Context: an optimization exercise on an open-source flow, tuned for small area, a short achievable clock period and few clock cycles. The choices shown serve that exercise and are no tape-out recipe. At most, simulation tests tie the RTL to the original design; equivalence was not proved. The RTL of run 1 was laid out without a check of its function.

===== flow/config.mk =====
export PLATFORM = sky130hd
export DESIGN_NAME = crack_partial
export DESIGN_NICKNAME = crack_partial
export VERILOG_FILES = /design/flow/design.v
export SDC_FILE = /design/flow/constraint.sdc
export NUM_CORES = 4
export LEC_CHECK = 0
export ABC_AREA = 1
export CAP_MARGIN = 20
export CORE_MARGIN = 2
export CORE_UTILIZATION = 40
export SLEW_MARGIN = 20

===== flow/constraint.sdc =====
create_clock -name core_clock -period 12.0 [get_ports {clk}]
set_input_delay 2.4000 -clock core_clock [delete_from_list [all_inputs] [get_ports {clk}]]
set_output_delay 2.4000 -clock core_clock [all_outputs]
set_load 0.01 [all_outputs]

===== flow/design.v =====
module BCDUnitAdder (input  [3:0] A,
                     input  [3:0] B,
                     input        Cin,
                     output [3:0] Sum,
                     output       Carry);
    wire [4:0] bin = A + B + Cin;
    assign Carry = (bin > 5'd9);
    assign Sum   = Carry ? (bin[3:0] + 4'd6) : bin[3:0];
endmodule
module BCDAdder #(parameter SIZE = 8)
                 (input [SIZE*4-1:0] A,
                  input [SIZE*4-1:0] B,
                  output [SIZE*4-1:0] Answer);
    wire [SIZE-1:0] carry;
    genvar i;
    BCDUnitAdder A0(
        .A(A[3:0]),
        .B(B[3:0]),
        .Cin(0),
        .Sum(Answer[3:0]),
        .Carry(carry[0])
    );
    for (i=1;i<SIZE;i=i+1)begin
        BCDUnitAdder unit(
        .A(A[4*i+:4]),
        .B(B[4*i+:4]),
        .Cin(carry[i-1]),
        .Sum(Answer[4*i+:4]),
        .Carry(carry[i])
    );
    end
endmodule
module md5_s1 (
    input  [3:0]  fs,
    input  [31:0] P,
    input  [31:0] B,
    input  [31:0] C,
    input  [31:0] D,
    output [31:0] S
);
    wire [31:0] F = ({32{fs[0]}} & ((B & C) | (~B & D)))
                  | ({32{fs[1]}} & ((D & B) | (~D & C)))
                  | ({32{fs[2]}} & (B ^ C ^ D))
                  | ({32{fs[3]}} & (C ^ (B | ~D)));
    assign S = P + F;
endmodule
module md5_s2 (
    input  [1:0]  fine,
    input  [1:0]  coarse,
    input  [31:0] S,
    input  [31:0] B,
    output [31:0] Q
);
    reg [31:0] t1, t2;
    always @(*) begin
        case (fine)
            2'd0: t1 = {S[27:0], S[31:28]};
            2'd1: t1 = {S[26:0], S[31:27]};
            2'd2: t1 = {S[25:0], S[31:26]};
            default: t1 = {S[24:0], S[31:25]};
        endcase
        case (coarse)
            2'd0: t2 = t1;
            2'd1: t2 = {t1[26:0], t1[31:27]};
            2'd2: t2 = {t1[21:0], t1[31:22]};
            default: t2 = {t1[15:0], t1[31:16]};
        endcase
    end
    assign Q = B + t2;
endmodule
module md5_tab (
    input  [5:0]  r,
    output [31:0] kw2,
    output [1:0]  fine
);
    localparam [2047:0] KW2 = 2048'h18f7e786079ad4a8eb86d3912ad7d33bbd3af235f7537e824e0811a1a3014314fe2ce6e06fa87e4fb5b48e01ffeff47d8f0ccc92655b59c3fc93a039ab9423e7432aff9724595274c4ac56e51fa27cf8e6db99e5d9d4d03904881d05d4ef30851ad1582a289b7ec6bebfbc70f6bb4b604bdecfa9d4ef1a74fde5384c6d9d61228771f681fffa39428d2a4c8a676f02d9fcefa478a9e3e905455a14edf4d50d87c337081621e1cde6e7d3fbc8d8a1e68102441453d62f105d19e6f7da265e5a51c040b340264e559249b40821a67943cefd9871936b901122895cd7beffff5bb18b44f7af698098d8fd469501a83046134787c62af57c0fafc1bdceee2420715b;
    localparam [127:0] FR = 128'b01010110010101100101011001010110111010001110100011101000111010000000000100000001000000010000000110111111101111111011111110111111;
    assign kw2 = KW2[32*r +: 32];
    assign fine = FR[2*r +: 2];
endmodule
module crack_partial(
    input clk,
    input rst_n,
    input [31:0]lower_bound,
    input [31:0]upper_bound,
    input [127:0]hash_answer,
    output [31:0]answer,
    output reg answer_found,
    output reg done);
    localparam [31:0] H0 = 32'h67452301;
    localparam [31:0] H1 = 32'hefcdab89;
    localparam [31:0] H2 = 32'h98badcfe;
    localparam [31:0] H3 = 32'h10325476;
    localparam [31:0] KW0 = 32'h6edff7a9;
    localparam [31:0] KW1 = 32'h18f7e786;
    function sum_eq;
        input [31:0] x, y, z;
        reg [32:0] c;
        integer k;
        begin
            c[0] = 1'b0;
            for (k = 0; k < 32; k = k + 1)
                c[k+1] = (x[k] & y[k]) | ((x[k] ^ y[k]) & ~z[k]);
            sum_eq = &(~(x ^ y ^ z ^ c[31:0]));
        end
    endfunction
    function [31:0] bswap;
        input [31:0] x;
        bswap = {x[7:0], x[15:8], x[23:16], x[31:24]};
    endfunction
    function [31:0] bcd_inc;
        input [31:0] x;
        reg cy;
        integer k;
        begin
            cy = 1'b1;
            for (k = 0; k < 8; k = k + 1) begin
                if (cy) bcd_inc[4*k +: 4] = (x[4*k +: 4] == 4'd9) ? 4'd0 : x[4*k +: 4] + 4'd1;
                else    bcd_inc[4*k +: 4] = x[4*k +: 4];
                cy = cy & (x[4*k +: 4] == 4'd9);
            end
        end
    endfunction
    function [31:0] w0d;
        input [31:0] x;
        w0d = {4'd0, x[19:16], 4'd0, x[23:20], 4'd0, x[27:24], 4'd0, x[31:28]};
    endfunction
    function [31:0] w1d;
        input [31:0] x;
        w1d = {4'd0, x[3:0], 4'd0, x[7:4], 4'd0, x[11:8], 4'd0, x[15:12]};
    endfunction
    reg [31:0] aP, aB, aC, aD;   
    reg [31:0] akw;              
    reg [1:0]  awsel;            
    reg [5:0]  ar;               
    reg [3:0]  afs;              
    reg [31:0] acand;            
    reg        arun, apend, avfy, avm;
    reg [31:0] kP, kB, kC;       
    reg [31:0] S;                
    reg [5:0]  kr;
    reg [1:0]  kfine;            
    reg [31:0] kcand;
    reg        krun, kpend, kvfy, kvm;
    reg        km;               
    reg [31:0] nx;               
    reg [31:0] ub;               
    reg [31:0] hsel;             
    wire [31:0] S_n;
    md5_s1 s1 (.fs(afs), .P(aP), .B(aB), .C(aC), .D(aD), .S(S_n));
    wire [31:0] wd = awsel[0] ? w0d(acand) : awsel[1] ? w1d(acand) : 32'd0;
    wire [31:0] P_n = aD + akw + wd;
    wire [31:0] kw2_unused;
    wire [1:0]  fine_n;
    md5_tab tab1 (.r(ar), .kw2(kw2_unused), .fine(fine_n));
    reg [31:0] hc;
    always @(*) begin
        case (ar[1:0])
            2'd1: hc = H0;
            2'd2: hc = H3;
            2'd3: hc = H2;
            default: hc = H1;
        endcase
    end
    wire m_n = sum_eq(aB, hc, hsel);
    wire [31:0] Q;
    md5_s2 s2 (.fine(kfine), .coarse(kr[1:0]), .S(S), .B(kB), .Q(Q));
    wire [31:0] kw2_n;
    wire [1:0]  fine_unused;
    md5_tab tab2 (.r(kr), .kw2(kw2_n), .fine(fine_unused));
    wire chk61   = krun & ~kvfy & (kr == 6'd61);
    wire fin     = krun & kvfy & (kr == 6'd0);
    wire fail    = (chk61 & ~km) | (fin & ~(kvm & km));
    wire hit     = fin & kvm & km;
    wire need    = fail | kpend;
    wire exh     = nx > ub;
    wire restart = need & ~exh & ~done;
    wire a_alive = restart | (krun & ~need);
    wire k_alive = arun | apend;
    wire [5:0] r1 = kr + 6'd1;
    reg  [3:0] fs_n;
    always @(*) begin
        case (r1[5:4])
            2'd0: fs_n = 4'b0001;
            2'd1: fs_n = 4'b0010;
            2'd2: fs_n = 4'b0100;
            default: fs_n = 4'b1000;
        endcase
    end
    wire [1:0] wsel_n = {kr == 6'd14 || kr == 6'd34 || kr == 6'd53,
                         kr == 6'd17 || kr == 6'd39 || kr == 6'd46};
    always @(posedge clk) begin
        S <= S_n;
        kP <= P_n;
        kB <= aB;
        kC <= aC;
        kr <= ar;
        kfine <= fine_n;
        kvfy <= avfy;
        kvm <= avm;
        km <= m_n;
        case (kr[1:0])
            2'd0: hsel <= bswap(hash_answer[127:96]);
            2'd1: hsel <= bswap(hash_answer[31:0]);
            2'd2: hsel <= bswap(hash_answer[63:32]);
            default: hsel <= bswap(hash_answer[95:64]);
        endcase
        if (restart) begin
            aP <= KW0 + w0d(nx);
            aB <= H1;
            aC <= H2;
            aD <= H3;
            ar <= 6'd0;
            afs <= 4'b0001;
            akw <= KW1;
            awsel <= 2'b10;
            avfy <= 1'b0;
        end else begin
            aP <= kP;
            aB <= Q;
            aC <= kB;
            aD <= kC;
            ar <= r1;
            afs <= fs_n;
            akw <= kw2_n;
            awsel <= wsel_n;
            avfy <= kvfy | chk61;
        end
        avm <= (kr == 6'd62) ? km : (kvm & km);
        if (!done) begin
            acand <= restart ? nx : kcand;
            kcand <= acand;
        end
    end
    always @(posedge clk) begin
        if (!rst_n) begin
            nx <= lower_bound;
            ub <= upper_bound;
            arun <= 1'b0;
            krun <= 1'b0;
            apend <= 1'b1;
            kpend <= 1'b1;
            done <= 1'b0;
            answer_found <= 1'b0;
        end else begin
            if (restart) nx <= bcd_inc(nx);
            arun <= a_alive;
            apend <= 1'b0;
            krun <= arun;
            kpend <= apend;
            if (!done) begin
                done <= hit | (~a_alive & ~k_alive);
                answer_found <= hit;
            end
        end
    end
    assign answer = acand;
endmodule

===== flow/flow/run.sh =====
#!/bin/bash
# Layout flow: the standard flow, with repair_timing aiming for a larger
# setup slack than the flow settings allow, so that the resizer speeds up the
# design beyond the clock period (which stays the design's).
set -euo pipefail
MARGIN=$(cat flow/margin.txt)
bash standard.sh synth > synth.log 2>&1
sed "s/\"\\\${@:-finish}\"/SETUP_SLACK_MARGIN=${MARGIN} \"\${@:-finish}\"/" standard.sh > standard_margin.sh
grep -q "SETUP_SLACK_MARGIN=${MARGIN}" standard_margin.sh
bash standard_margin.sh finish > layout.log 2>&1

===== flow/flow/margin.txt =====
8.3

===== flow/standard.sh =====
#!/bin/bash
# synth_recipe.tcl (not shown) runs the flow's synth.tcl, then flattens the netlist and writes it again
# the make line also repeats each setting of config.mk as NAME=value (left out here)
make -C /OpenROAD-flow-scripts/flow DESIGN_CONFIG=/design/flow/config.mk WORK_HOME=/design/flow/orfs CLKGATE_MAP_FILE= SYNTH_SCRIPT=/design/flow/synth_recipe.tcl "${@:-finish}"

==> results of run 1 <==
[layer usage]
metal | vias up | wire length, um | GRT usage, %
li1 | 13600 | - | -
met3 | 224 | 7260 | 3.65
met4 | 2 | 3750 | 9.55
met1 | 13300 | 46100 | 36.8
met2 | 1144 | 47700 | 43.5
met5 | - | 13 | 0
[cells in the final DEF, fill, tap and decap left out, types with 11 or more instances in the layout]
master / n
fa_1: 50
a22o_1: 17
o21bai_1: 16
xor2_1: 73
or2_2: 47
nand2_1: 801
clkbuf_16: 55
o2111ai_1: 40
o22ai_1: 28
nor2_1: 414
a211oi_1: 11
nand3_1: 138
a21o_1: 45
clkdlybuf4s50_1: 193
buf_2: 30
a21oi_1: 246
ha_1: 174
a221oi_1: 13
buf_4: 67
o21ai_1: 12
o21ai_0: 329
xnor2_1: 13
edfxtp_1: 128
o211ai_1: 57
inv_1: 482
clkbuf_8: 18
nand4_1: 35
a31oi_1: 63
nor3_1: 70
dfxtp_1: 343
[state kept, by name, indices dropped and copies added, names as in the netlist, 32 cells and up]
name and cells:
nx 32, S 32, kB 32, acand 32, kcand 32, aD 32, aB 32, aC 32
akw 32, kC 32, kP 32, hsel 32, ub 32, aP 32
[final cells by class]
type / count / area [um^2] / area share, %
repair buffers: 304 / 2780 / 8.02
flip-flops and latches: 479 / 10900 / 31.4
clock buffers: 84 / 1670 / 4.81
diodes: 3 / 7.51 / 0.0216
inverters: 500 / 1900 / 5.48
well taps: 959 / 1200 / 3.46
repair inverters: 1 / 5.00 / 0.0144
multi-input cells: 2794 / 16000 / 46.3
clock inverters: 14 / 193 / 0.556
[synth_stat cells (10+ instances only)]
cell and n:
ha_1 178, nor3_1 70, o21bai_1 16, nor2_1 415, a21o_1 45, o22ai_1 28, fa_1 50, dfxtp_1 351
o211ai_1 57, a211oi_1 13, a31oi_1 63, a22o_1 17, clkbuf_1 75, xor2_1 73, nand3_1 138, a221oi_1 13
o21ai_0 338, inv_1 490, buf_2 19, buf_1 10, xnor2_1 13, a21oi_1 247, or2_2 47, o2111ai_1 41
nand2_1 804, nand4_1 35, edfxtp_1 128
[stage by stage]
step	utilization (%)	hold WS, ns	worst slack (ns)
after detailed placement	44.6	0.312	7.50
after global routing	47.7	0.334	8.25
after global placement	44.6	0.310	7.53
after floorplan	-	0.310	8.44
final	47.7	0.324	8.31
after CTS	47.4	0.326	8.23
[worst reg2reg max path, stage by stage (launching register included)]
cell	delay [ns]
dfxtp_2	0.48
inv_1	0.19
nand2_4	0.23
o21ai_0	0.11
nor3_1	0.36
nor2_1	0.18
a21oi_1	0.16
a31oi_1	0.12
ha_1	0.41
nand2_1	0.13
nor2_1	0.15
inv_1	0.11
nor3_1	0.14
nand2_1	0.08
nand2_1	0.21
a21oi_1	0.12
or2_2	0.28
nand3_1	0.06
[path summary, 6_finish.rpt]
kind                   from         end  slack, ns  cells past startpoint
hold / removal        ar[3]       kr[3]       0.32                      0
setup / recovery  acand[21]  answer[21]       8.31                      1
setup reg to reg   kfine[1]      aB[23]       8.41                     17
hold reg to reg       ar[3]       kr[3]       0.32                      0
[repair_timing]
action                     CTS  global route
setup endpoints to repair  154           137
buffers inserted            31            18
hold buffers                 0             0
cloned                       0             1
gates resized for setup    157            33
pin swaps                    0             3
[cells by family after synthesis]
family | after synthesis | share of synthesized area, %
buf+inv | 623 | 8.36
simple gates | 1541 | 21.8
xor+xnor | 86 | 2.57
fa+ha+maj | 228 | 11.0
compound gates | 939 | 19.1
flops | 479 | 37.1
==> results.yml, run 1 <==
status:
  outcome: "finished clean"
timing:
  rsz0062_at_grt: "yes"
  relSlewSlack_pct: 37.8
  final-setup-viol-count: 0
  fin_crit_sh_pct: 30.7
  fmax_mhz: 271
  slew_violations: 0
  finalHoldViolations: 0
  fin_setup_tns_ns: 0
  worstMarginPinSlew_ns: 0.930
  finalCriticalPeriod_ns: 3.69
  fin_skew_ns: 0.0180
grt:
  grt_pass1_wl_mm: 156
  grt_max_degree: 83
  antenna_found_initial: 2
  grt.overflow.total: 0
  grt_pass1_vias: 26000
  grt_usage_pct: 26.9
die:
  num_io_pins: 228
  core_area_um2: 72700
  rows: 99
  die_area_um2: 75300
  die_w_um: 274
  die_h_um: 274
  start_util_pct: 40.3
worst_setup_path:
  cp_cell_sequence: "buf_2"
  crit_path_end_kind: "output port"
  cpMaxStageDelayCell: "edfxtp_1"
  slowest_delay_ns: 0.47
  crit_type: "flop to output port"
  critPathTopFamily: "flip-flops"
  cp.required_ns: 9.60
  cp.arrival_ns: 1.29
  crit_fanout: 2
  startpoint_type: "flop"
  critPathBufInv: 1
clocking:
  htreeDepth: 2
  clk_latency_ns: 0.63
  cts_sinks: 479
  cts_inserted_buffers: 55
  cts_tree: "yes"
  cts_root_buf: "clkbuf_16"
  clk_pin_slew_ns: 0.06
  ctsLongestPathBuffers: 3
min_path:
  hp-class: "flop to flop"
layout:
  nets: 4557
  fillers: 7256
  design_area_um2: 34700
  instances_no_fill: 5138
  drive_above_1_share_pct: 7.30
  syn2layout_area_growth_pct: 18.5
job:
  cap_violations: 0
synth:
  avgSynthCellArea_um2: 7.51
  synth.yosys.seq_area_share_pct: 37.1
  yosys_most_used_dff: "dfxtp_1"
  synth-edff-count: 128
  ys_ff_latch: 479
  synthArstFlopShare_pct: 0
  yosysTopAreaCell: "dfxtp_1"
  ys_types: 62
  synthesis.nets: 4318
  syn_area_um2: 29300
  synthDominantCellAreaShare_pct: 24.0
  ys_warn_count: 2
  netlist_instances: 3896
  yosys-top-cells-area: "dfxtp_1 (24%), edfxtp_1 (13%), nand2_1 (10%)"
place:
  io_buffers: 227
  detailed_place.area_um2: 32400
  hpwl_mm: 80.6
  dp.cells: 4987
  gp_congestion: 1.03
drt:
  drt_first_pass_iters: 6
  vias: 28200
  vias_per_cell: 5.49
  ant_nets: 0
  drc: 0
  wl_per_cell_um: 20.4
  drt-initial-drc-count: 2857
  wl_mm: 105
==> run 2, diff against run 1 <==
--- a/flow/design.v
+++ b/flow/design.v
@@ -33,4 +33,5 @@
 module md5_s1 (
     input  [3:0]  fs,
+    input  [1:0]  fine,
     input  [31:0] P,
     input  [31:0] B,
@@ -43,29 +44,28 @@
                   | ({32{fs[2]}} & (B ^ C ^ D))
                   | ({32{fs[3]}} & (C ^ (B | ~D)));
-    assign S = P + F;
+    wire [31:0] T;
+    add32 add (.x(P), .y(F), .s(T));
+    reg [31:0] t1;
+    always @(*) begin
+        case (fine)
+            2'd0: t1 = {T[27:0], T[31:28]};
+            2'd1: t1 = {T[26:0], T[31:27]};
+            2'd2: t1 = {T[25:0], T[31:26]};
+            default: t1 = {T[24:0], T[31:25]};
+        endcase
+    end
+    assign S = t1;
 endmodule
 module md5_s2 (
-    input  [1:0]  fine,
-    input  [1:0]  coarse,
+    input  [3:0]  coarse,    
     input  [31:0] S,
     input  [31:0] B,
     output [31:0] Q
 );
-    reg [31:0] t1, t2;
-    always @(*) begin
-        case (fine)
-            2'd0: t1 = {S[27:0], S[31:28]};
-            2'd1: t1 = {S[26:0], S[31:27]};
-            2'd2: t1 = {S[25:0], S[31:26]};
-            default: t1 = {S[24:0], S[31:25]};
-        endcase
-        case (coarse)
-            2'd0: t2 = t1;
-            2'd1: t2 = {t1[26:0], t1[31:27]};
-            2'd2: t2 = {t1[21:0], t1[31:22]};
-            default: t2 = {t1[15:0], t1[31:16]};
-        endcase
-    end
-    assign Q = B + t2;
+    wire [31:0] t2 = ({32{coarse[0]}} & S)
+                   | ({32{coarse[1]}} & {S[26:0], S[31:27]})
+                   | ({32{coarse[2]}} & {S[21:0], S[31:22]})
+                   | ({32{coarse[3]}} & {S[15:0], S[31:16]});
+    add32 add (.x(B), .y(t2), .s(Q));
 endmodule
 module md5_tab (
@@ -78,4 +78,33 @@
     assign kw2 = KW2[32*r +: 32];
     assign fine = FR[2*r +: 2];
+endmodule
+module add32 (
+    input  [31:0] x,
+    input  [31:0] y,
+    output [31:0] s
+);
+    reg [31:0] G, P;
+    integer i, l, d;
+    always @(*) begin
+        G = x & y;
+        P = x ^ y;
+        for (l = 0; l < 5; l = l + 1) begin
+            d = 1 << l;
+            for (i = 0; i < 32; i = i + 1)
+                if (((i + 1) % (2 * d)) == 0) begin
+                    G[i] = G[i] | (P[i] & G[i - d]);
+                    P[i] = P[i] & P[i - d];
+                end
+        end
+        for (l = 3; l >= 0; l = l - 1) begin
+            d = 1 << l;
+            for (i = 0; i < 32; i = i + 1)
+                if (((i + 1) % (2 * d)) == d && i >= 2 * d) begin
+                    G[i] = G[i] | (P[i] & G[i - d]);
+                    P[i] = P[i] & P[i - d];
+                end
+        end
+    end
+    assign s = (x ^ y) ^ {G[30:0], 1'b0};
 endmodule
 module crack_partial(
@@ -140,5 +169,5 @@
     reg [31:0] S;                
     reg [5:0]  kr;
-    reg [1:0]  kfine;            
+    reg [3:0]  kco;              
     reg [31:0] kcand;
     reg        krun, kpend, kvfy, kvm;
@@ -147,11 +176,14 @@
     reg [31:0] ub;               
     reg [31:0] hsel;             
-    wire [31:0] S_n;
-    md5_s1 s1 (.fs(afs), .P(aP), .B(aB), .C(aC), .D(aD), .S(S_n));
-    wire [31:0] wd = awsel[0] ? w0d(acand) : awsel[1] ? w1d(acand) : 32'd0;
-    wire [31:0] P_n = aD + akw + wd;
     wire [31:0] kw2_unused;
     wire [1:0]  fine_n;
     md5_tab tab1 (.r(ar), .kw2(kw2_unused), .fine(fine_n));
+    wire [31:0] S_n;
+    md5_s1 s1 (.fs(afs), .fine(fine_n), .P(aP), .B(aB), .C(aC), .D(aD), .S(S_n));
+    wire [31:0] wd = awsel[0] ? w0d(acand) : awsel[1] ? w1d(acand) : 32'd0;
+    wire [31:0] ps = aD ^ akw ^ wd;
+    wire [31:0] pc = (aD & akw) | (aD & wd) | (akw & wd);
+    wire [31:0] P_n;
+    add32 padd (.x(ps), .y({pc[30:0], 1'b0}), .s(P_n));
     reg [31:0] hc;
     always @(*) begin
@@ -165,5 +197,5 @@
     wire m_n = sum_eq(aB, hc, hsel);
     wire [31:0] Q;
-    md5_s2 s2 (.fine(kfine), .coarse(kr[1:0]), .S(S), .B(kB), .Q(Q));
+    md5_s2 s2 (.coarse(kco), .S(S), .B(kB), .Q(Q));
     wire [31:0] kw2_n;
     wire [1:0]  fine_unused;
@@ -196,8 +228,9 @@
         kC <= aC;
         kr <= ar;
-        kfine <= fine_n;
+        kco <= 4'b0001 << ar[1:0];
         kvfy <= avfy;
         kvm <= avm;
         km <= m_n;
+        ub <= upper_bound;
         case (kr[1:0])
             2'd0: hsel <= bswap(hash_answer[127:96]);
@@ -228,13 +261,10 @@
         end
         avm <= (kr == 6'd62) ? km : (kvm & km);
-        if (!done) begin
-            acand <= restart ? nx : kcand;
-            kcand <= acand;
-        end
+        acand <= restart ? nx : kcand;
+        kcand <= acand;
     end
     always @(posedge clk) begin
         if (!rst_n) begin
             nx <= lower_bound;
-            ub <= upper_bound;
             arun <= 1'b0;
             krun <= 1'b0;
@@ -245,4 +275,5 @@
         end else begin
             if (restart) nx <= bcd_inc(nx);
+            else if (hit & ~done) nx <= kcand;
             arun <= a_alive;
             apend <= 1'b0;
@@ -255,4 +286,4 @@
         end
     end
-    assign answer = acand;
-endmodule
+    assign answer = nx;
+endmodule
==> flow/flow/margin.txt (replaced) <==
8.5
==> run 2 against run 1 <==
Maximum frequency increased by 0.62%; global-route usage about the same; still clean on timing, DRC and antenna; hold slack improved by 0.010 ns; critical endpoint is now answer[0]; clock skew increased by 0.012 ns; cell count decreased by 10%; die area decreased by 8.9%; synthesized cell count decreased by 13%; first-iteration DRC count decreased by 17%; cell area decreased by 3.6%; via count decreased by 11%.
==> results.yml, run 2 <==
clocking:
  cts_tree: "yes"
  cts_root_buf: "clkbuf_16"
  cts_hold_buf: 0
  clk_latency_ns: 0.64
  cts_sinks: 481
  cts_inserted_buffers: 54
  htreeDepth: 2
  ctsLongestPathBuffers: 3
  clk_pin_slew_ns: 0.06
synth:
  synthArstFlopShare_pct: 0
  yosys-top-cells-area: "dfxtp_1 (34%), nand2_1 (8.7%), ha_1 (7.9%)"
  ys_warn_count: 3
  yosys_most_used_dff: "dfxtp_1"
  synthDominantCellAreaShare_pct: 33.8
  yosysMostFrequentCell: "nand2_1"
  ys_types: 53
  ys_ff_latch: 481
  synth-edff-count: 32
  synthesis.nets: 3850
  synth.yosys.seq_area_share_pct: 37.4
  syn_area_um2: 26600
  yosysTopAreaCell: "dfxtp_1"
  avgSynthCellArea_um2: 7.85
  netlist_instances: 3393
  synthTopCellsByCount: "nand2_1 (618), inv_1 (464), dfxtp_1 (449)"
worst_setup_path:
  startpoint_type: "flop"
  critPathBufInv: 1
  crit_type: "flop to output port"
  cp_cell_sequence: "buf_2"
  critPathTopFamily: "flip-flops"
  crit_path_end_kind: "output port"
  cp.arrival_ns: 1.26
  slowest_delay_ns: 0.45
  cpMaxStageDelayCell: "edfxtp_1"
  cp.required_ns: 9.60
  crit_fanout: 2
grt:
  use_met1_pct: 36.8
  grt_pass1_wl_mm: 141
  grt.busiest_layer: "met2"
  grt_max_degree: 64
  use_met2_pct: 42.2
  grt.overflow.total: 0
  grt_pass1_vias: 23600
  met3_usage_pct: 4.06
  grt_usage_pct: 26.9
  antenna_found_initial: 3
die:
  rows: 94
  core_area_um2: 65900
  start_util_pct: 40.4
  num_io_pins: 228
  die_h_um: 262
  die_w_um: 262
  die_area_um2: 68700
drt:
  drt-initial-drc-count: 2373
  vias: 25100
  drc: 0
  vias_per_cell: 5.45
  wl_mm: 95.2
  ant_nets: 0
  drt_first_pass_iters: 6
  wl_per_cell_um: 20.7
layout:
  seq_area_um2: 10100
  multi_input_area_um2: 15200
  fillers: 6318
  drive_above_1_share_pct: 14.1
  final_cell_mix: "nand2_1 (589), inv_1 (446), dfxtp_1 (403)"
  utilization_pct: 50.8
  nets: 4151
  syn2layout_area_growth_pct: 25.6
  design_area_um2: 33400
  final_common_cell: "nand2_1"
timing:
  final-setup-viol-count: 0
  fin_crit_sh_pct: 30.5
  fin_skew_ns: 0.0301
  fin_setup_tns_ns: 0
  fmax_mhz: 273
  finalHoldViolations: 0
  slew_violations: 0
  rsz0062_at_grt: "yes"
  finalCriticalPeriod_ns: 3.66
  worstMarginPinSlew_ns: 1.12
  relSlewSlack_pct: 25.2
place:
  hpwl_mm: 67.8
  gp_congestion: 1.06
  io_buffers: 227
  detailed_place.area_um2: 29600
status:
  outcome: "finished clean"
min_path:
  hp-class: "flop to flop"
job:
  cap_violations: 0
run 2: changes by cell type in the layout (fill, tap and decap cells not counted), sizes merged, moves of 40 or more:
cell	change
buf	+70
nor2	-122
edfxtp	-96
fa	+44
a21oi	-86
nand2	-188
o22ai	+40
o21ai	-61
dfxtp	+98
run 2: cell families after synthesis:
group                      share of synthesized area [%]
AOI/OAI and AO/OA                                   17.6
xor gates and xnor gates                            2.47
adders and majority gates                           15.0
buffers and inverters                               8.86
DFF                                                 37.4
and+or+nand+nor                                     18.7
run 2: worst paths after layout:
kind | endpoint | slack [ns] | from | depth (start not counted)
setup / recovery | answer[0] | 8.34 | nx[0] | 1
hold / removal | kvm | 0.33 | avm | 0
setup reg to reg | akw[11] | 8.44 | kr[2] | 8
hold reg to reg | kvm | 0.33 | avm | 0
run 2: per-layer routing:
layer | vias up | routed length, um
met5 | - | 13
met4 | 2 | 4920
met3 | 271 | 6970
met2 | 1185 | 42400
met1 | 11700 | 41000
li1 | 11900 | -
run 2: through the flow:
| step | hold slack [ns] | instances | setup WS, ns |
|---|---|---|---|
| final | 0.334 | 4599 | 8.34 |
| after global routing | 0.347 | 4598 | 8.28 |
| after CTS | 0.337 | 4548 | 8.31 |
| after detailed placement | 0.314 | 4374 | 7.23 |
| after global placement | 0.311 | 4374 | 7.32 |
| after floorplan | 0.310 | 3393 | 8.48 |
run 2: area by class of cell:
class / count / area share, %
clock buffers: 72 / 4.70
clock inverters: 24 / 1.13
multi-input cells: 2312 / 45.3
diodes: 1 / 0.00748
well taps: 864 / 3.23
repair inverters: 4 / 0.0748
inverters: 472 / 5.48
flip-flops and latches: 481 / 30.1
repair buffers: 369 / 9.96
run 2: timing repair:
action | in CTS | in global routing
endpoints found under the setup margin | 321 | 181
cloned | 6 | 1
pin swaps | 26 | 74
hold endpoints to repair | 0 | 0
buffers inserted | 72 | 49
resized for setup | 270 | 174
Testbench counts of run 2, summed over its fixed seeds: cycles 82,876.
==> run 3, diff against run 2 <==
==> flow/flow/margin.txt (replaced) <==
8.0
==> run 3 against run 2 <==
Critical path type unchanged; clock-buffer cell count shrank 1; flip-flop and latch count is the same; first-iteration DRC count grew 11%; global-route usage shrank 0.77 points; worst setup slack lost 0.29 ns; critical endpoint is now answer[23]; register-to-register slack lost 0.21 ns.
==> results.yml, run 3 <==
status:
  outcome: "finished clean"
die:
  die_w_um: 262
  core_area_um2: 65900
  num_io_pins: 228
  die_h_um: 262
  rows: 94
  die_area_um2: 68700
  start_util_pct: 40.4
worst_setup_path:
  reg2reg_slack_ns: 8.23
  critPathBufInv: 1
  critPathTopFamily: "buffers and inverters"
  cp_cell_sequence: "clkdlybuf4s50_1"
  rr_startpoint: "kco[2]"
  startpoint_type: "flop"
  crit_fanout: 2
  crit_path_end_kind: "output port"
  cp.required_ns: 9.60
  cpMaxStageDelayCell: "clkdlybuf4s50_1"
  cp.arrival_ns: 1.56
  crit_type: "flop to output port"
  crit_start: "nx[23]"
  slowest_delay_ns: 0.57
grt:
  antenna_found_initial: 3
  grt_pass1_vias: 22600
  grt_max_degree: 75
  grt.overflow.total: 0
  grt_usage_pct: 26.1
  grt_pass1_wl_mm: 137
timing:
  fin_crit_sh_pct: 33.0
  fin_setup_tns_ns: 0
  finalCriticalPeriod_ns: 3.96
  final-setup-viol-count: 0
  finalHoldViolations: 0
  fmax_mhz: 253
  rsz0062_at_grt: "yes"
  worstMarginPinSlew_ns: 0.966
  fin_skew_ns: 0.0275
  relSlewSlack_pct: 34.9
  slew_violations: 0
synth:
  yosysMostFrequentCell: "nand2_1"
  syn_area_um2: 26600
  synthTopCellsByCount: "nand2_1 (618), inv_1 (464), dfxtp_1 (449)"
  synthArstFlopShare_pct: 0
  yosys_most_used_dff: "dfxtp_1"
  netlist_instances: 3393
  synthesis.nets: 3850
  ys_warn_count: 3
  yosysTopAreaCell: "dfxtp_1"
  synth-edff-count: 32
  ys_types: 53
  yosys-top-cells-area: "dfxtp_1 (34%), nand2_1 (8.7%), ha_1 (7.9%)"
  avgSynthCellArea_um2: 7.85
  synthDominantCellAreaShare_pct: 33.8
  synth.yosys.seq_area_share_pct: 37.4
  ys_ff_latch: 481
min_path:
  hold_path_startpoint: "avfy"
  hp-class: "flop to flop"
clocking:
  cts_tree: "yes"
  cts_sinks: 481
  cts_root_buf: "clkbuf_16"
  ctsLongestPathBuffers: 3
  htreeDepth: 2
  clk_pin_slew_ns: 0.06
  cts_inserted_buffers: 53
  clk_latency_ns: 0.64
  cts_hold_buf: 0
drt:
  ant_nets: 0
  drt-initial-drc-count: 2634
  drc: 0
  vias: 24400
  wl_mm: 91.3
  wl_per_cell_um: 20.1
  drt_first_pass_iters: 8
  vias_per_cell: 5.39
place:
  hpwl_mm: 67.0
  gp_congestion: 1.04
  io_buffers: 227
  detailed_place.area_um2: 29600
layout:
  final_common_cell: "nand2_1"
  drive_above_1_share_pct: 7.63
  final_cell_mix: "nand2_1 (614), inv_1 (458), dfxtp_1 (427)"
  antenna_cells: 0
  nets: 4084
  design_area_um2: 32100
  syn2layout_area_growth_pct: 20.6
job:
  cap_violations: 0
[run 3: cell count changes in the layout (fill, tap and decap cells not counted), moves of 21 or more]
cell and delta:
buf_4 -56, o21ai_0 +27, buf_2 -27, dfxtp_1 +24, nand2_1 +25, o21ai_1 -21
[run 3: repair_timing]
action	CTS	global route
cloned	6	2
setup endpoints to repair	210	177
pin swaps	1	1
buffers inserted	32	18
gates resized for setup	41	45
[run 3: kinds of logic (layout without fill, tap and decap cells)]
| kind of cell | after synthesis | in the layout | synth area share [%] |
|---|---|---|---|
| AO/OA/AOI/OAI | 779 | 779 | 17.6 |
| XOR/XNOR | 75 | 75 | 2.47 |
| adder cells (fa/ha/maj) | 263 | 263 | 15.0 |
| buffers and inverters | 603 | 879 | 8.86 |
| flip-flops | 481 | 481 | 37.4 |
| AND/OR/NAND/NOR | 1192 | 1194 | 18.7 |
[run 3: layout make-up]
cell class              count  area, um^2
fillers                  6480       33800
multi-input cells        2311       14400
flip-flops and latches    481        9980
repair buffers            302        2850
inverters                 472        1810
clock buffers              71        1530
well taps                 864        1080
clock inverters            28         380
repair inverters            6        30.0
[run 3: metrics by stage]
| stage | cells | util, % | worst slack [ns] | hold WS, ns |
|---|---|---|---|---|
| global route | 4535 | 48.8 | 8.00 | 0.347 |
| CTS | 4515 | 48.3 | 8.00 | 0.345 |
| global placement | 4378 | 45.0 | 7.22 | 0.310 |
| floorplan | 3393 | - | 8.45 | 0.310 |
| detailed placement | 4378 | 45.0 | 7.10 | 0.317 |
| finish | 4535 | 48.8 | 8.04 | 0.339 |
[run 3: routing by layer]
metal	GRT usage [%]	vias to the layer above	part of all wire [%]
met1	36.4	11300	43
li1	-	11800	-
met3	4.26	272	7.7
met5	0	-	0
met4	12.1	0	5.3
met2	39.7	1108	44
[run 3: final timing paths]
check / end / depth (start not counted)
setup / recovery: answer[23] / 1
hold / removal: kvfy / 0
setup reg to reg: aB[31] / 19
hold reg to reg: kvfy / 0
==> run 4, diff against run 3 <==
==> flow/flow/margin.txt (replaced) <==
8.5
--- a/flow/config.mk
+++ b/flow/config.mk
@@ -9,4 +9,6 @@
 export CAP_MARGIN = 20
 export CORE_MARGIN = 2
-export CORE_UTILIZATION = 40
+export CORE_UTILIZATION = 60
+export CTS_CLUSTER_DIAMETER = 150
+export CTS_CLUSTER_SIZE = 25
 export SLEW_MARGIN = 20
==> run 4 against run 3 <==
First-iteration DRC count rose by 46%; still clean; core utilization rose by 23 points; clock skew rose by 0.025 ns; synthesized cell count did not move; die area fell by 33%; hold slack got worse by 0.0090 ns; clock-buffer cell count fell by 41; synthesized area did not move; largest cell class unchanged.
==> results.yml, run 4 <==
job:
  cap_violations: 0
synth:
  netlist_instances: 3393
  synthTopCellsByCount: "nand2_1 (618), inv_1 (464), dfxtp_1 (449)"
  synthesis.nets: 3850
  yosys-top-cells-area: "dfxtp_1 (34%), nand2_1 (8.7%), ha_1 (7.9%)"
  avgSynthCellArea_um2: 7.85
  syn_area_um2: 26600
  synth.yosys.seq_area_share_pct: 37.4
  ys_types: 53
  yosysMostFrequentCell: "nand2_1"
  yosys_most_used_dff: "dfxtp_1"
  synthArstFlopShare_pct: 0
  ys_ff_latch: 481
  synthDominantCellAreaShare_pct: 33.8
  synth-edff-count: 32
  ys_warn_count: 3
  yosysTopAreaCell: "dfxtp_1"
worst_setup_path:
  cpMaxStageDelayCell: "edfxtp_1"
  regToRegEndpoint: "S[6]"
  crit_fanout: 2
  reg2reg_slack_ns: 8.38
  cp_cell_sequence: "buf_2"
  slowest_delay_ns: 0.51
  rr_startpoint: "aB[0]"
  critPathBufInv: 1
  crit_path_end_kind: "output port"
  startpoint_type: "flop"
  rr_worst_depth: 23
  critPathTopFamily: "flip-flops"
  cp.required_ns: 9.60
  crit_type: "flop to output port"
  cp.arrival_ns: 1.26
drt:
  vias_per_cell: 6.20
  vias: 26300
  drc: 0
  ant_nets: 0
  wl_per_cell_um: 22.5
  drt-initial-drc-count: 3836
  drt_first_pass_iters: 9
  wl_mm: 95.5
timing:
  fin_skew_ns: 0.0522
  relSlewSlack_pct: 33.3
  whs_ns: 0.330
  worstMarginPinSlew_ns: 1.00
  finalHoldViolations: 0
  layout_setup_ws_ns: 8.34
  slew_violations: 0
  fin_setup_tns_ns: 0
  finalCriticalPeriod_ns: 3.66
  rsz0062_at_grt: "yes"
  final-setup-viol-count: 0
  fin_crit_sh_pct: 30.5
  fmax_mhz: 273
layout:
  final_common_cell: "nand2_1"
  nets: 4105
  syn2layout_area_growth_pct: 18.1
  drive_above_1_share_pct: 11.7
  final_cell_mix: "nand2_1 (593), inv_1 (454), dfxtp_1 (401)"
grt:
  grt_max_degree: 88
  grt_pass1_vias: 25000
  grt_pass1_wl_mm: 140
  grt.overflow.total: 0
  grt_usage_pct: 39.0
  antenna_found_initial: 2
clocking:
  ctsLongestPathBuffers: 3
  cts_inserted_buffers: 23
  cts_hold_buf: 0
  clk_pin_slew_ns: 0.10
  cts_tree: "yes"
  clk_latency_ns: 0.60
  cts_root_buf: "clkbuf_16"
  cts_sinks: 481
  htreeDepth: 1
die:
  start_util_pct: 60.5
  die_area_um2: 46100
  rows: 77
  die_w_um: 215
  num_io_pins: 228
  core_area_um2: 44000
  die_h_um: 215
min_path:
  hp-class: "flop to flop"
  hold_path_startpoint: "ar[2]"
  holdPathStages: 0
  worstHoldEndpoint: "kr[2]"
place:
  hpwl_mm: 68.3
  gp_congestion: 1.08
  io_buffers: 227
  post-place-ws_ns: 7.21
status:
  outcome: "finished clean"
## run 4: cell counts after synthesis
No cell type changed its count.
## run 4: layout make-up
class                   count  area [um^2]
repair buffers            356         3200
clock inverters             2         28.8
fillers                  3362        12600
inverters                 472         1810
clock buffers              30          612
repair inverters            5         37.5
diodes                      1         2.50
multi-input cells        2309        15000
flip-flops and latches    481        10000
well taps                 592          741
## run 4: cell families after synthesis
| logic type | synth area share, % |
|---|---|
| compound gates | 17.6 |
| xor+xnor | 2.47 |
| fa+ha+maj | 15.0 |
| buf+inv | 8.86 |
| flops | 37.4 |
| simple gates | 18.7 |
## run 4: per-stage QoR
step,cell area (um^2),util [%],std cells
after floorplan,26600,-,3393
after detailed placement,29300,66.5,4106
after CTS,30600,69.6,4201
after global placement,29300,66.5,4106
after global routing,31500,71.4,4247
final,31500,71.5,4248
## run 4: worst max-delay path by stage
stage	start	to	cells after the start
after floorplan	rst_n	done	5
after global placement	rst_n	done	7
after detailed placement	rst_n	done	7
after CTS	nx[17]	answer[17]	1
after global routing	aB[0]	S[6]	23
final	nx[17]	answer[17]	1
## run 4: layer usage
| metal | wire [um] | GRT usage (%) | vias up |
|---|---|---|---|
| met5 | 0 | 0 | - |
| met4 | 6740 | 21.9 | 0 |
| met3 | 10000 | 6.01 | 402 |
| met2 | 43000 | 63.0 | 1838 |
| met1 | 35800 | 50.0 | 12300 |
| li1 | - | - | 11800 |
## run 4: timing repair
item	4_1_cts	5_1_grt
setup buffers	59	43
setup endpoints to repair	308	229
pin swaps	19	55
gates resized for setup	263	136
gates cloned	4	3
==> run 5, diff against run 4 <==
--- a/flow/config.mk
+++ b/flow/config.mk
@@ -9,6 +9,7 @@
 export CAP_MARGIN = 20
 export CORE_MARGIN = 2
-export CORE_UTILIZATION = 60
+export CORE_UTILIZATION = 40
 export CTS_CLUSTER_DIAMETER = 150
 export CTS_CLUSTER_SIZE = 25
 export SLEW_MARGIN = 20
+export TNS_END_PERCENT = 0
==> run 5 against run 4 <==
Worst setup slack gained 0.022 ns; routed wire length down 3.2%; global-route usage is 13 points lower; cell area shrank 0.67%; hold slack worse by 0.0057 ns; non-clock buffer count fell by 29; clock-buffer cell count shrank 1; register-to-register slack worse by 0.02 ns; still clean on timing, DRC and antenna; critical endpoint is now S[19]; core utilization is 24 points lower.
==> results.yml, run 5 <==
die:
  core_area_um2: 65900
  start_util_pct: 40.4
  die_h_um: 262
  rows: 94
  num_io_pins: 228
  die_w_um: 262
  die_area_um2: 68700
timing:
  relSlewSlack_pct: 30.3
  slew_violations: 0
  finalHoldViolations: 0
  rsz0062_at_grt: "yes"
  whs_ns: 0.324
  worstMarginPinSlew_ns: 1.04
  fmax_mhz: 275
  fin_crit_sh_pct: 30.3
  layout_setup_ws_ns: 8.36
  finalCriticalPeriod_ns: 3.64
  final-setup-viol-count: 0
  fin_skew_ns: 0.0257
  fin_setup_tns_ns: 0
synth:
  synth.yosys.seq_area_share_pct: 37.4
  synthArstFlopShare_pct: 0
  netlist_instances: 3393
  yosysTopAreaCell: "dfxtp_1"
  synthDominantCellAreaShare_pct: 33.8
  synthesis.nets: 3850
  syn_area_um2: 26600
  synthTopCellsByCount: "nand2_1 (618), inv_1 (464), dfxtp_1 (449)"
  ys_types: 53
  yosys-top-cells-area: "dfxtp_1 (34%), nand2_1 (8.7%), ha_1 (7.9%)"
  ys_ff_latch: 481
  avgSynthCellArea_um2: 7.85
  ys_warn_count: 3
  synth-edff-count: 32
  yosysMostFrequentCell: "nand2_1"
  yosys_most_used_dff: "dfxtp_1"
worst_setup_path:
  startpoint_type: "flop"
  crit_path_end_kind: "flop"
  cp.arrival_ns: 4.11
  crit_fanout: 4
  critPathTopFamily: "adder cells"
  cp_cell_sequence: "buf_6, nand2_4, inv_4, o21ai_2, nand2_1, o2111ai_2, ha_2, fa_2, nand3_2, nand2_2, nand4_1, nand3_4, buf_4, nand2_1, nand3_1, a31o_2, fa_2, xnor2_4, buf_4, buf_4, o2111ai_1"
  cpMaxStageDelayCell: "dfxtp_4"
  critPathBufInv: 5
  crit_type: "flop to flop"
  cp_common_cell: "buf_4"
  slowest_delay_ns: 0.40
  cp.required_ns: 12.48
place:
  gp_congestion: 1.06
  dp.cells: 4374
  io_buffers: 227
  hpwl_mm: 67.8
  post-place-ws_ns: 7.23
grt:
  antenna_found_initial: 2
  grt_max_degree: 64
  grt_pass1_wl_mm: 138
  grt_usage_pct: 26.2
  grt_pass1_vias: 23100
  grt.overflow.total: 0
drt:
  ant_nets: 0
  vias: 24400
  wl_mm: 92.5
  top_layer: "met5"
  drc: 0
  wl_per_cell_um: 20.6
  wl_met3_mm: 6.43
  drt-initial-drc-count: 2509
  met1Wirelength_mm: 40.6
  wl_met2_mm: 41.4
  drt_first_pass_iters: 7
  vias_per_cell: 5.43
status:
  outcome: "finished clean"
clocking:
  htreeDepth: 1
  cts_root_buf: "clkbuf_16"
  cts_hold_buf: 0
  ctsLongestPathBuffers: 3
  cts_sinks: 481
  cts_tree: "yes"
  clk_latency_ns: 0.59
  cts_inserted_buffers: 23
  clk_pin_slew_ns: 0.11
layout:
  drive_above_1_share_pct: 9.24
  syn2layout_area_growth_pct: 17.3
  fillers: 6533
  nets: 4077
  final_common_cell: "nand2_1"
  final_cell_mix: "nand2_1 (603), inv_1 (455), dfxtp_1 (408)"
  antenna_cells: 0
  instances_no_fill: 4491
min_path:
  hp-class: "flop to flop"
job:
  cap_violations: 0
[run 5: cell counts after synthesis]
No cell type changed its count.
[run 5: metal layers]
layer,global-route usage [%],vias to the layer above
met2,41.5,1057
met3,3.97,221
met1,36.1,11400
met5,0,-
met4,9.92,2
li1,-,11700
[run 5: area by class of cell]
type | instances | area [um^2] | share of cell area, %
sequential | 481 | 10000 | 32.1
clock buffer | 29 | 608 | 1.95
clock inverter | 3 | 30.0 | 0.0961
timing repair inverter | 4 | 27.5 | 0.0881
timing repair buffer | 327 | 2930 | 9.39
tap | 864 | 1080 | 3.46
inverter | 472 | 1820 | 5.82
multi-input combinational | 2311 | 14700 | 47.1
[run 5: metrics by stage]
step	utilization, %	cell area, um^2
floorplan	-	26600
global placement	44.9	29600
detailed placement	44.9	29600
CTS	46.8	30800
global route	47.4	31200
finish	47.4	31200
[run 5: path summary, 6_finish.rpt]
path                             from     to  slack [ns]  cells past startpoint
worst max-delay path            aB[0]  S[19]        8.36                     21
worst min-delay path             avfy   kvfy        0.32                      0
worst max register to register  aB[0]  S[19]        8.36                     21
worst min register to register   avfy   kvfy        0.32                      0
[run 5: cell families (layout without fill, tap and decap cells)]
logic type | count (synthesis) | after routing | share of synthesized area, %
compound gates | 779 | 779 | 17.6
xor+xnor | 75 | 75 | 2.47
fa+ha+maj | 263 | 263 | 15.0
buf+inv | 603 | 835 | 8.86
flops | 481 | 481 | 37.4
simple gates | 1192 | 1194 | 18.7
[run 5: timing repair]
item	in CTS	in global routing
setup buffers	65	14
endpoints found under the setup margin	325	225
gates cloned	6	0
gates resized for setup	208	93
pin swaps	15	27
==> run 6, diff against run 5 <==
==> flow/flow/margin.txt (replaced) <==
8.3
==> run 6 against run 5 <==
Cell area is 1.3% lower; highest routed layer unchanged; register-to-register slack worse by 0.03 ns; global-route usage fell by 0.59 points; worst setup slack worse by 0.13 ns; clock-buffer cell count unchanged; hold slack better by 0.011 ns; cell count decreased by 0.51%; non-clock buffer count decreased by 25; core utilization decreased by 0.59 points; critical endpoint is now answer[30].
==> results.yml, run 6 <==
status:
  outcome: "finished clean"
clocking:
  cts_inserted_buffers: 23
  clk_latency_ns: 0.59
  cts_root_buf: "clkbuf_16"
  cts_hold_buf: 0
  cts_sinks: 481
  cts_tree: "yes"
  ctsLongestPathBuffers: 3
  htreeDepth: 1
  clk_pin_slew_ns: 0.10
synth:
  avgSynthCellArea_um2: 7.85
  ys_ff_latch: 481
  synth.yosys.seq_area_share_pct: 37.4
  yosysMostFrequentCell: "nand2_1"
  synthTopCellsByCount: "nand2_1 (618), inv_1 (464), dfxtp_1 (449)"
  yosys_most_used_dff: "dfxtp_1"
  syn_area_um2: 26600
  yosys-top-cells-area: "dfxtp_1 (34%), nand2_1 (8.7%), ha_1 (7.9%)"
  synthArstFlopShare_pct: 0
  ys_types: 53
  synth-edff-count: 32
  yosysTopAreaCell: "dfxtp_1"
  synthDominantCellAreaShare_pct: 33.8
  synthesis.nets: 3850
  netlist_instances: 3393
  ys_warn_count: 3
timing:
  final-setup-viol-count: 0
  finalHoldViolations: 0
  fin_crit_sh_pct: 31.4
  fmax_mhz: 265
  slew_violations: 0
  relSlewSlack_pct: 27.3
  worstMarginPinSlew_ns: 1.08
  layout_setup_ws_ns: 8.23
  fin_setup_tns_ns: 0
  rsz0062_at_grt: "yes"
  finalCriticalPeriod_ns: 3.77
  fin_skew_ns: 0.0275
drt:
  ant_nets: 0
  wl_per_cell_um: 20.1
  drt-initial-drc-count: 2547
  wl_mm: 90.0
  vias: 24200
  drt_first_pass_iters: 8
  vias_per_cell: 5.41
  drc: 0
die:
  num_io_pins: 228
  rows: 94
  core_area_um2: 65900
  die_area_um2: 68700
  die_h_um: 262
  die_w_um: 262
  start_util_pct: 40.4
worst_setup_path:
  rr_worst_depth: 20
  crit_path_end_kind: "output port"
  path_depth: 1
  startpoint_type: "flop"
  cp.arrival_ns: 1.37
  crit_start: "nx[30]"
  reg2reg_slack_ns: 8.33
  rr_startpoint: "kco[3]"
  cp_cell_sequence: "dlygate4sd2_1"
  critPathTopFamily: "flip-flops"
  cp.required_ns: 9.60
  critPathBufInv: 1
  slowest_delay_ns: 0.47
  crit_type: "flop to output port"
  cpMaxStageDelayCell: "edfxtp_1"
  crit_fanout: 2
layout:
  fillers: 6602
  final_cell_mix: "nand2_1 (613), inv_1 (458), dfxtp_1 (424)"
  drive_above_1_share_pct: 6.30
  syn2layout_area_growth_pct: 15.9
  nets: 4053
  final_common_cell: "nand2_1"
place:
  io_buffers: 227
  gp_congestion: 1.04
  post-place-ws_ns: 7.10
  hpwl_mm: 67.0
min_path:
  hp-class: "flop to flop"
  hold_path_startpoint: "ar[3]"
  holdPathStages: 0
grt:
  antenna_found_initial: 4
  grt_usage_pct: 25.6
  grt_max_degree: 75
  grt_pass1_wl_mm: 135
  grt.overflow.total: 0
  grt_pass1_vias: 22200
job:
  cap_violations: 0
run 6: cell counts after synthesis:
Identical to the previous run, type by type.
run 6: timing repair:
| item | CTS | global route |
|---|---|---|
| buffers inserted | 41 | 9 |
| cloned | 6 | 1 |
| pin swaps | 2 | 3 |
| setup endpoints to repair | 287 | 198 |
| gates resized for setup | 60 | 56 |
run 6: path summary, 6_finish.rpt:
path	end
worst max-delay path	answer[30]
worst min-delay path	kr[3]
worst max register to register	aB[31]
worst min register to register	kr[3]
run 6: cells by family (layout without fill, tap and decap cells):
logic type	count (synthesis)	in the layout	share of synthesized area [%]
adders and majority gates	263	263	15.0
xor gates and xnor gates	75	75	2.47
and+or+nand+nor	1192	1194	18.7
other	0	1	0
AOI/OAI and AO/OA	779	779	17.6
DFF	481	481	37.4
buffers and inverters	603	811	8.86
run 6: layout make-up:
class | instances | area, um^2 | area share, %
timing repair buffer | 302 | 2820 | 9.15
antenna | 1 | 2.50 | 0.00811
multi-input combinational | 2311 | 14500 | 47.0
inverter | 472 | 1810 | 5.87
tap | 864 | 1080 | 3.50
timing repair inverter | 5 | 25.0 | 0.0811
clock inverter | 3 | 30.0 | 0.0973
clock buffer | 29 | 598 | 1.94
sequential | 481 | 10000 | 32.4
run 6: metal layers:
layer  up-vias  GRT usage (%)  wire length (um)
met3       249           3.52              6650
li1      11700              -                 -
met2      1097           39.2             39300
met1     11200           36.3             39600
met5         -              0                13
met4         2           10.6              4510
run 6: per-stage QoR:
step                      std cells  utilization (%)  instance area [um^2]  hold WS [ns]
final                          4468             46.9                 30900         0.335
after global routing           4467             46.8                 30900         0.338
after CTS                      4457             46.5                 30600         0.337
after detailed placement       4378             45.0                 29600         0.317
after global placement         4378             45.0                 29600         0.310
after floorplan                3393                -                 26600         0.310
==> run 7, diff against run 6 <==
==> flow/flow/margin.txt (replaced) <==
8.7
==> run 7 against run 6 <==
Still clean; hold slack got worse by 0.0036 ns; non-clock buffer count increased by 4; synthesized cell count unchanged; cell area increased by 0.99%; maximum frequency increased by 2.5%; critical path depth unchanged; routed wire length increased by 1.2%; critical path type unchanged; largest cell class unchanged.
==> results.yml, run 7 <==
min_path:
  hp-class: "flop to flop"
die:
  core_area_um2: 65900
  start_util_pct: 40.4
  die_area_um2: 68700
  die_h_um: 262
  die_w_um: 262
  rows: 94
  num_io_pins: 228
timing:
  worstMarginPinSlew_ns: 0.953
  finalHoldViolations: 0
  final-setup-viol-count: 0
  fmax_mhz: 272
  slew_violations: 0
  relSlewSlack_pct: 36.4
  fin_setup_tns_ns: 0
  finalCriticalPeriod_ns: 3.68
  fin_crit_sh_pct: 30.6
  fin_skew_ns: 0.0441
  rsz0062_at_grt: "yes"
synth:
  synthDominantCellAreaShare_pct: 33.8
  yosys-top-cells-area: "dfxtp_1 (34%), nand2_1 (8.7%), ha_1 (7.9%)"
  yosysMostFrequentCell: "nand2_1"
  ys_warn_count: 3
  ys_ff_latch: 481
  yosysTopAreaCell: "dfxtp_1"
  synthArstFlopShare_pct: 0
  netlist_instances: 3393
  synthesis.nets: 3850
  syn_area_um2: 26600
  avgSynthCellArea_um2: 7.85
  synth.yosys.seq_area_share_pct: 37.4
  yosys_most_used_dff: "dfxtp_1"
  synth-edff-count: 32
  ys_types: 53
  synthTopCellsByCount: "nand2_1 (618), inv_1 (464), dfxtp_1 (449)"
clocking:
  cts_sinks: 481
  htreeDepth: 1
  clk_latency_ns: 0.59
  cts_root_buf: "clkbuf_16"
  cts_inserted_buffers: 23
  ctsLongestPathBuffers: 3
  clk_pin_slew_ns: 0.10
  cts_tree: "yes"
worst_setup_path:
  cp.arrival_ns: 1.28
  rr_startpoint: "aB[0]"
  cp_cell_sequence: "clkdlybuf4s15_1"
  reg2reg_slack_ns: 8.39
  crit_type: "flop to output port"
  crit_start: "nx[13]"
  critPathBufInv: 1
  cpMaxStageDelayCell: "edfxtp_1"
  crit_fanout: 2
  critPathTopFamily: "flip-flops"
  crit_path_end_kind: "output port"
  regToRegEndpoint: "S[17]"
  rr_worst_depth: 18
  startpoint_type: "flop"
  cp-endpoint: "answer[13]"
  slowest_delay_ns: 0.45
  path_depth: 1
  cp.required_ns: 9.60
drt:
  wl_mm: 91.1
  wl_per_cell_um: 20.4
  drt_first_pass_iters: 7
  ant_nets: 0
  drc: 0
  vias: 24100
  drt-initial-drc-count: 2454
  vias_per_cell: 5.41
place:
  gp_congestion: 1.01
  hpwl_mm: 68.0
  io_buffers: 227
job:
  cap_violations: 0
grt:
  grt_pass1_wl_mm: 135
  grt.overflow.total: 0
  grt_max_degree: 79
  grt_usage_pct: 25.8
  grt_pass1_vias: 22200
  antenna_found_initial: 1
layout:
  nets: 4054
  final_common_cell: "nand2_1"
  drive_above_1_share_pct: 7.69
  syn2layout_area_growth_pct: 17.0
  antenna_cells: 0
  final_cell_mix: "nand2_1 (606), inv_1 (458), dfxtp_1 (413)"
status:
  outcome: "finished clean"
-- run 7: layout make-up --
cell class | count | area [um^2]
Clock inverter | 1 | 20.0
Timing Repair Buffer | 306 | 2900
Clock buffer | 29 | 598
Inverter | 472 | 1800
Multi-Input combinational cell | 2311 | 14700
Timing Repair inverter | 2 | 10.0
Tap cell | 864 | 1080
Sequential cell | 481 | 10000
Fill cell | 6496 | 34700
-- run 7: per-stage QoR --
stage          hold WS [ns]  cells  cell area, um^2  util (%)  setup WS [ns]
3_5_place_dp          0.312   4378            29600      45.0           7.47
3_3_place_gp          0.310   4378            29600      45.0           7.51
5_1_grt               0.339   4466            31200      47.3           8.22
4_1_cts               0.333   4455            30800      46.8           8.31
6_report              0.331   4466            31200      47.3           8.32
2_1_floorplan         0.310   3393            26700         -           8.65
-- run 7: timing repair --
action	CTS	global route
hold buffers	0	0
setup endpoints to repair	359	298
pin swaps	17	23
buffers inserted	43	11
resized for setup	158	62
cloned	4	0
-- run 7: cells by family (layout without fill, tap and decap cells) --
kind of cell | Yosys count | after routing | share of synthesized area (%)
compound gates | 779 | 779 | 17.6
xor+xnor | 75 | 75 | 2.47
fa+ha+maj | 263 | 263 | 15.0
buf+inv | 603 | 810 | 8.86
flops | 481 | 481 | 37.4
simple gates | 1192 | 1194 | 18.7
-- run 7: layer usage --
| layer | wire length (um) | global-route usage [%] | share of wire [%] |
|---|---|---|---|
| met4 | 3750 | 9.21 | 4.1 |
| met1 | 41400 | 37.2 | 45 |
| met2 | 40000 | 39.5 | 44 |
| met5 | 8 | 0 | 0.0088 |
| met3 | 5920 | 3.35 | 6.5 |
-- run 7: how the worst min path moves through the flow --
stage / startpoint / end / slack, ns / cells past startpoint
floorplan: ar[2] / kr[2] / 0.31 / 0
global placement: ar[3] / kr[3] / 0.31 / 0
detailed placement: ar[3] / kr[3] / 0.31 / 0
CTS: ar[3] / kr[3] / 0.33 / 0
global route: ar[3] / kr[3] / 0.34 / 0
finish: ar[3] / kr[3] / 0.33 / 0
==> run 8, diff against run 7 <==
==> flow/flow/margin.txt (replaced) <==
8.5
--- a/flow/config.mk
+++ b/flow/config.mk
@@ -13,3 +13,2 @@
 export CTS_CLUSTER_SIZE = 25
 export SLEW_MARGIN = 20
-export TNS_END_PERCENT = 0
==> run 8 against run 7 <==
Largest cell class unchanged; critical path depth did not move; still clean; cell area rose by 3.3%; highest routed layer is now met4; sequential share of layout area fell by 0.91 points.
==> results.yml, run 8 <==
worst_setup_path:
  crit_path_end_kind: "output port"
  crit_type: "flop to output port"
  crit_fanout: 2
  critPathTopFamily: "flip-flops"
  cp_cell_sequence: "buf_2"
  reg2reg_slack_ns: 8.46
  startpoint_type: "flop"
  rr_startpoint: "kr[2]"
  cpMaxStageDelayCell: "edfxtp_1"
  cp.arrival_ns: 1.22
  critPathBufInv: 1
  crit_start: "nx[31]"
  cp.required_ns: 9.60
  slowest_delay_ns: 0.46
grt:
  grt.overflow.total: 0
  antenna_found_initial: 2
  grt_max_degree: 64
  grt_pass1_vias: 23200
  grt_pass1_wl_mm: 139
  grt_usage_pct: 26.4
timing:
  whs_ns: 0.320
  fin_setup_tns_ns: 0
  fin_crit_sh_pct: 30.2
  fin_skew_ns: 0.0268
  fmax_mhz: 276
  finalCriticalPeriod_ns: 3.62
  worstMarginPinSlew_ns: 1.12
  slew_violations: 0
  final-setup-viol-count: 0
  rsz0062_at_grt: "yes"
  finalHoldViolations: 0
  relSlewSlack_pct: 25.0
synth:
  syn_area_um2: 26600
  synth_simple_gate_area_share_pct: 18.7
  synth_top_family_by_area: "simple AND/OR/NAND/NOR gates"
  synth.yosys.seq_area_share_pct: 37.4
  synth-adder-area-share_pct: 15.0
  synth_compound_area_share_pct: 17.6
  yosys-top-cells-area: "dfxtp_1 (34%), nand2_1 (8.7%), ha_1 (7.9%)"
  synth-xor-area-share_pct: 2.47
  yosysTopAreaCell: "dfxtp_1"
  ys_ff_latch: 481
  avgSynthCellArea_um2: 7.85
  ys_warn_count: 3
  synthesis.nets: 3850
  synthDominantCellAreaShare_pct: 33.8
  synthArstFlopShare_pct: 0
  ys_types: 53
  synthMuxAreaShare_pct: 0
  yosysMostFrequentCell: "nand2_1"
  synthTopCellsByCount: "nand2_1 (618), inv_1 (464), dfxtp_1 (449)"
  synth-edff-count: 32
  yosys_most_used_dff: "dfxtp_1"
  netlist_instances: 3393
die:
  die_area_um2: 68700
  start_util_pct: 40.4
  die_w_um: 262
  core_area_um2: 65900
  die_h_um: 262
  rows: 94
  num_io_pins: 228
clocking:
  cts_tree: "yes"
  cts_inserted_buffers: 23
  cts_sinks: 481
  cts_hold_buf: 0
  clk_pin_slew_ns: 0.11
  clk_latency_ns: 0.60
  cts_root_buf: "clkbuf_16"
  ctsLongestPathBuffers: 3
  htreeDepth: 1
layout:
  syn2layout_area_growth_pct: 20.9
  drive_above_1_share_pct: 12.7
  final_cell_mix: "nand2_1 (587), inv_1 (447), dfxtp_1 (400)"
  nets: 4129
  multi_input_area_um2: 15100
  antenna_cells: 0
  utilization_pct: 48.9
  final_common_cell: "nand2_1"
  fillers: 6429
  seq_area_um2: 10100
drt:
  vias: 24700
  wl_per_cell_um: 20.7
  drt_first_pass_iters: 7
  wl_mm: 94.1
  ant_nets: 0
  drc: 0
  vias_per_cell: 5.43
  drt-initial-drc-count: 2385
place:
  io_buffers: 227
  hpwl_mm: 67.8
  gp_congestion: 1.06
job:
  cap_violations: 0
status:
  outcome: "finished clean"
min_path:
  hp-class: "flop to flop"
  hold_path_startpoint: "avfy"
run 8: cell count changes in the layout (fill, tap and decap cells not counted), sizes merged:
cell / change
buf: +100
clkdlybuf4s15: -27
clkinvlp: +7
inv: -3
dlygate4sd2: -2
clkinv: +1
nand2: +1
run 8: worst paths after layout:
| check | to | depth (start not counted) |
|---|---|---|
| max | answer[31] | 1 |
| min | kvfy | 0 |
| max reg2reg | akw[11] | 8 |
| min reg2reg | kvfy | 0 |
run 8: routing by layer:
layer  global-route usage [%]  routed length, um
met1                     36.4              40800
met2                     41.9              41800
met3                     3.94               6910
met4                     9.89               4620
met5                        0                  0
run 8: cells by family after synthesis:
family,count (synthesis)
AOI/OAI and AO/OA,779
xor gates and xnor gates,75
adders and majority gates,263
buffers and inverters,603
DFF,481
and+or+nand+nor,1192
run 8: layout make-up:
cell class | count | area share, %
multi-input combinational | 2312 | 47.0
timing repair buffer | 377 | 10.5
timing repair inverter | 5 | 0.101
tap | 864 | 3.36
clock inverter | 3 | 0.0933
inverter | 472 | 5.71
sequential | 481 | 31.3
clock buffer | 29 | 1.89
run 8: repair_timing:
item                                    CTS  global route
buffers inserted                         77            52
pin swaps                                29            65
resized for setup                       279           168
cloned                                    7             1
endpoints found under the setup margin  325           182
run 8: stage by stage:
stage          area [um^2]  std cells  worst slack (ns)
2_1_floorplan        26600       3393              8.48
3_3_place_gp         29600       4374              7.32
3_5_place_dp         29600       4374              7.23
4_1_cts              31100       4490              8.35
5_1_grt              32200       4543              8.28
6_report             32200       4543              8.38

separate check: timing with driven ports:
How much do the figures lean on ideal ports? The routed layouts below were timed once more, with nothing changed but the port constraints.
Step 1: set_driving_cell puts a clkbuf_16 on clk and a buf_2 on each other input, an assumption about the parent block.
Step 2, shift: input delay + t, output delay - t, t = (earliest + latest rising clock arrival at the registers) / 2. This alone moves slack from input paths to output paths.
Three values: ideal, step 1, step 2; two values: the first two.
| run | t (ns) | slack for setup (ns) | worst setup path after step 2 | latest minus earliest clock arrival (ns) | worst data-port slew with drivers (ns) |
|---|---|---|---|---|---|
| run 1 | 0.683 | 8.314 / 8.252 / 7.754 | input to register | 0.019 / 0.019 | 0.05 |
| run 2 | 0.686 | 8.336 / 8.272 / 7.984 | input to register | 0.031 / 0.030 | 0.05 |
| run 3 | 0.684 | 8.042 / 7.979 / 7.676 | input to register | 0.027 / 0.027 | 0.05 |
| run 4 | 0.635 | 8.339 / 8.279 / 8.042 | input to register | 0.052 / 0.053 | 0.06 |
| run 5 | 0.646 | 8.362 / 8.307 / 7.857 | input to register | 0.026 / 0.026 | 0.05 |
| run 6 | 0.639 | 8.229 / 8.163 / 7.686 | input to register | 0.029 / 0.029 | 0.05 |
| run 7 | 0.625 | 8.322 / 8.261 / 7.820 | input to register | 0.047 / 0.047 | 0.05 |
| run 8 | 0.649 | 8.381 / 8.316 / 7.977 | input to register | 0.027 / 0.027 | 0.05 |
After both steps setup and hold are still met in every run listed. The setup slack of run 1, which loses most, moves by -0.062 ns with the drivers and by -0.560 ns with both steps.
